Background: an optimization exercise with open tools, aiming at small area and a short achievable clock period. Do not read the settings as production practice. At most, simulation tests tie the RTL to the original design; equivalence was not proved.

== xenon ==
Design Top, start of the top module:
module Top(
	input clk,
	input reset,
	input signed [31:0] n,
	output reg signed [31:0] c
);
Size in the first run: ~770 cells after synthesis, roughly 39 flip-flops, roughly 4200 µm² of cells after synthesis.
export LEC_CHECK = 0
export ABC_AREA = 1
export CAP_MARGIN = 20
export CORE_MARGIN = 2
export CORE_UTILIZATION = 40
export CTS_BUF_LIST = sky130_fd_sc_hd__clkbuf_8
export SLEW_MARGIN = 20
create_clock -name core_clock -period 76.0 [get_ports {clk}]
standard.sh (not shown) runs the stock make flow with config.mk's settings and CLKGATE_MAP_FILE= SYNTH_SCRIPT=/design/flow/synth_recipe.tcl, a recipe that flattens the netlist after the stock synthesis.
==> flow/flow/run.sh <==
#!/bin/bash
# Standard ORFS layout, except that synthesis maps the logic with an
# area-oriented ABC script and without Yosys's full-adder extraction, and
# the port buffers are the smallest buffer cell.
set -euo pipefail
W=$(pwd)
rm -rf "$W/scripts_area"
cp -r "$FLOW_HOME/scripts" "$W/scripts_area"
cp "$W/flow/abc_area.script" "$W/scripts_area/abc_area.script"
SCRIPTS_DIR="$W/scripts_area" ADDER_MAP_FILE= bash standard.sh synth > "$W/synth.log" 2>&1
export BUFFER_PORTS_ARGS="-buffer_cell sky130_fd_sc_hd__buf_1"
bash standard.sh > "$W/layout.log" 2>&1
==> flow/flow/abc_area.script <==
strash
dc2
amap -x
topo
stime -c
xenon ended with every stage complete and zero timing, DRC or antenna violations.
Edits applied to the flow inputs when going from xenon to raven:
==> flow/flow/abc_area.script <==
strash
dc2
dch -f
amap -x
topo
stime -c
## What came out
- Total area of multi-input combinational cells came out lower on raven than on xenon.
- Route | raven vs xenon | wire shorter in raven
- raven ended with less layout multi-input combinational cell count than xenon.
Function was not checked in any run of this note: the RTL went through the layout flow alone.

Another version of the RTL of Top (not shown whole).
Size in the first run: about 730 cells after synthesis, about 39 flip-flops, ~66 I/O pins, ~4000 um2 of cells after synthesis.
Settings: LEC_CHECK=0, ABC_AREA=1, CAP_MARGIN=20, CORE_MARGIN=2, CORE_UTILIZATION=40, CTS_BUF_LIST=sky130_fd_sc_hd__clkbuf_4 sky130_fd_sc_hd__clkbuf_8, SLEW_MARGIN=20; clock period 76.0 ns.
==> flow/flow/abc_area.script <==
strash
dc2
dch -f
amap -x
topo
stime -c
Scripts as last shown in full above: flow/flow/run.sh
The first run completed with no timing, DRC or antenna violations.
==> next run, changes <==
--- a/flow/flow/run.sh
+++ b/flow/flow/run.sh
@@ -10,3 +10,3 @@
 SCRIPTS_DIR="$W/scripts_area" ADDER_MAP_FILE= bash standard.sh synth > "$W/synth.log" 2>&1
 export BUFFER_PORTS_ARGS="-buffer_cell sky130_fd_sc_hd__buf_1"
-bash standard.sh > "$W/layout.log" 2>&1
+SETUP_SLACK_MARGIN=27 SETUP_MOVE_SEQUENCE=sizeup bash standard.sh > "$W/layout.log" 2>&1
--- a/flow/config.mk
+++ b/flow/config.mk
@@ -10,4 +10,4 @@
 export CORE_MARGIN = 2
 export CORE_UTILIZATION = 40
-export CTS_BUF_LIST = sky130_fd_sc_hd__clkbuf_4 sky130_fd_sc_hd__clkbuf_8
+export CTS_BUF_LIST = sky130_fd_sc_hd__clkbuf_8
 export SLEW_MARGIN = 20
Non-clock buffer count stays the same. Utilization grows by 6.3 points. Hold slack is about the same. Routed wire length goes up by 12%. Critical path depth goes up by 3. Clock skew stays flat. Maximum frequency goes up by 8.8%.
==> next run, changes <==
--- a/flow/flow/run.sh
+++ b/flow/flow/run.sh
@@ -10,3 +10,3 @@
 SCRIPTS_DIR="$W/scripts_area" ADDER_MAP_FILE= bash standard.sh synth > "$W/synth.log" 2>&1
 export BUFFER_PORTS_ARGS="-buffer_cell sky130_fd_sc_hd__buf_1"
-SETUP_SLACK_MARGIN=27 SETUP_MOVE_SEQUENCE=sizeup bash standard.sh > "$W/layout.log" 2>&1
+bash standard.sh > "$W/layout.log" 2>&1
--- a/flow/config.mk
+++ b/flow/config.mk
@@ -10,4 +10,6 @@
 export CORE_MARGIN = 2
 export CORE_UTILIZATION = 40
-export CTS_BUF_LIST = sky130_fd_sc_hd__clkbuf_8
+export CTS_BUF_LIST = sky130_fd_sc_hd__clkbuf_4
+export CTS_CLUSTER_DIAMETER = 30
+export CTS_CLUSTER_SIZE = 6
 export SLEW_MARGIN = 20
Outcome:
- register-to-register slack gets worse by 0.41 ns
- setup slack gets worse by 4.0 ns
- sequential cell count stays the same
==> next run, changes <==
--- a/flow/config.mk
+++ b/flow/config.mk
@@ -11,5 +11,5 @@
 export CORE_UTILIZATION = 40
 export CTS_BUF_LIST = sky130_fd_sc_hd__clkbuf_4
-export CTS_CLUSTER_DIAMETER = 30
-export CTS_CLUSTER_SIZE = 6
+export CTS_CLUSTER_DIAMETER = 20
+export CTS_CLUSTER_SIZE = 4
 export SLEW_MARGIN = 20
=> The changed run finished with timing, DRC and antenna clean; setup slack stays the same; final cell count is unchanged; clock-buffer cell count does not change; synthesized area is unchanged.
==> next run, changes <==
--- a/flow/config.mk
+++ b/flow/config.mk
@@ -10,6 +10,6 @@
 export CORE_MARGIN = 2
 export CORE_UTILIZATION = 40
-export CTS_BUF_LIST = sky130_fd_sc_hd__clkbuf_4
-export CTS_CLUSTER_DIAMETER = 20
-export CTS_CLUSTER_SIZE = 4
+export CTS_BUF_LIST = sky130_fd_sc_hd__clkbuf_2 sky130_fd_sc_hd__clkbuf_4
+export CTS_CLUSTER_DIAMETER = 25
+export CTS_CLUSTER_SIZE = 5
 export SLEW_MARGIN = 20
Effect:
- clock-buffer cell count does not change
- via count does not change
- register-to-register slack barely changes
- area after synthesis does not change
==> next run, changes <==
--- a/flow/flow/run.sh
+++ b/flow/flow/run.sh
@@ -10,3 +10,3 @@
 SCRIPTS_DIR="$W/scripts_area" ADDER_MAP_FILE= bash standard.sh synth > "$W/synth.log" 2>&1
 export BUFFER_PORTS_ARGS="-buffer_cell sky130_fd_sc_hd__buf_1"
-bash standard.sh > "$W/layout.log" 2>&1
+SETUP_SLACK_MARGIN=29 SETUP_MOVE_SEQUENCE=sizeup bash standard.sh > "$W/layout.log" 2>&1
--- a/flow/config.mk
+++ b/flow/config.mk
@@ -10,6 +10,4 @@
 export CORE_MARGIN = 2
 export CORE_UTILIZATION = 40
-export CTS_BUF_LIST = sky130_fd_sc_hd__clkbuf_2 sky130_fd_sc_hd__clkbuf_4
-export CTS_CLUSTER_DIAMETER = 25
-export CTS_CLUSTER_SIZE = 5
+export CTS_BUF_LIST = sky130_fd_sc_hd__clkbuf_8
 export SLEW_MARGIN = 20
What happened:
- The new run finished with timing, DRC and antenna clean
- core utilization is higher by 11 points
- wire length increases by 19%
- global-route usage increases by 0.40 points
- synthesized cell count does not change
- non-clock buffer count stays the same
- sequential share of layout area went down by 3.3 points
- cell area rises by 24%
- worst hold slack gets worse by 0.0064 ns
- worst setup slack is better by 5.3 ns
- clock-buffer cell count grows by 1

## re-timing with driven ports
How much do the figures lean on ideal ports? The routed layouts below were timed once more, with nothing changed but the port constraints.
Step 1 assumes that a clkbuf_16 drives the clock port and a buf_2 every other input.
Step 2 adds t to the input delays and takes it off the output delays; t is the mean of the earliest and latest rising clock arrival at the registers after step 1. Input paths then give back, and output paths get back, about the clock's delay inside the block.
Slacks: ideal / step 1 / step 2; pairs: ideal / step 1.
run	t (ns)	setup WS [ns]	latest minus earliest clock arrival (ns)	cell pins on the clock port's net
xenon	0.330	26.921 / 26.929 / 26.599	0.010 / 0.010	1
raven	0.330	24.696 / 24.702 / 24.372	0.006 / 0.006	1
the first run of note 2	0.308	26.148 / 26.155 / 25.847	0.004 / 0.003	1
the second run of note 2	0.309	30.200 / 30.209 / 29.900	0.004 / 0.004	1
the third run of note 2	0.371	26.250 / 26.255 / 25.884	0.006 / 0.006	1
the fourth run of note 2	0.371	26.250 / 26.255 / 25.884	0.006 / 0.006	1
the fifth run of note 2	0.371	26.250 / 26.255 / 25.884	0.006 / 0.006	1
the sixth run of note 2	0.309	31.564 / 31.569 / 31.260	0.003 / 0.004	1
After both steps every run listed still meets setup and hold.
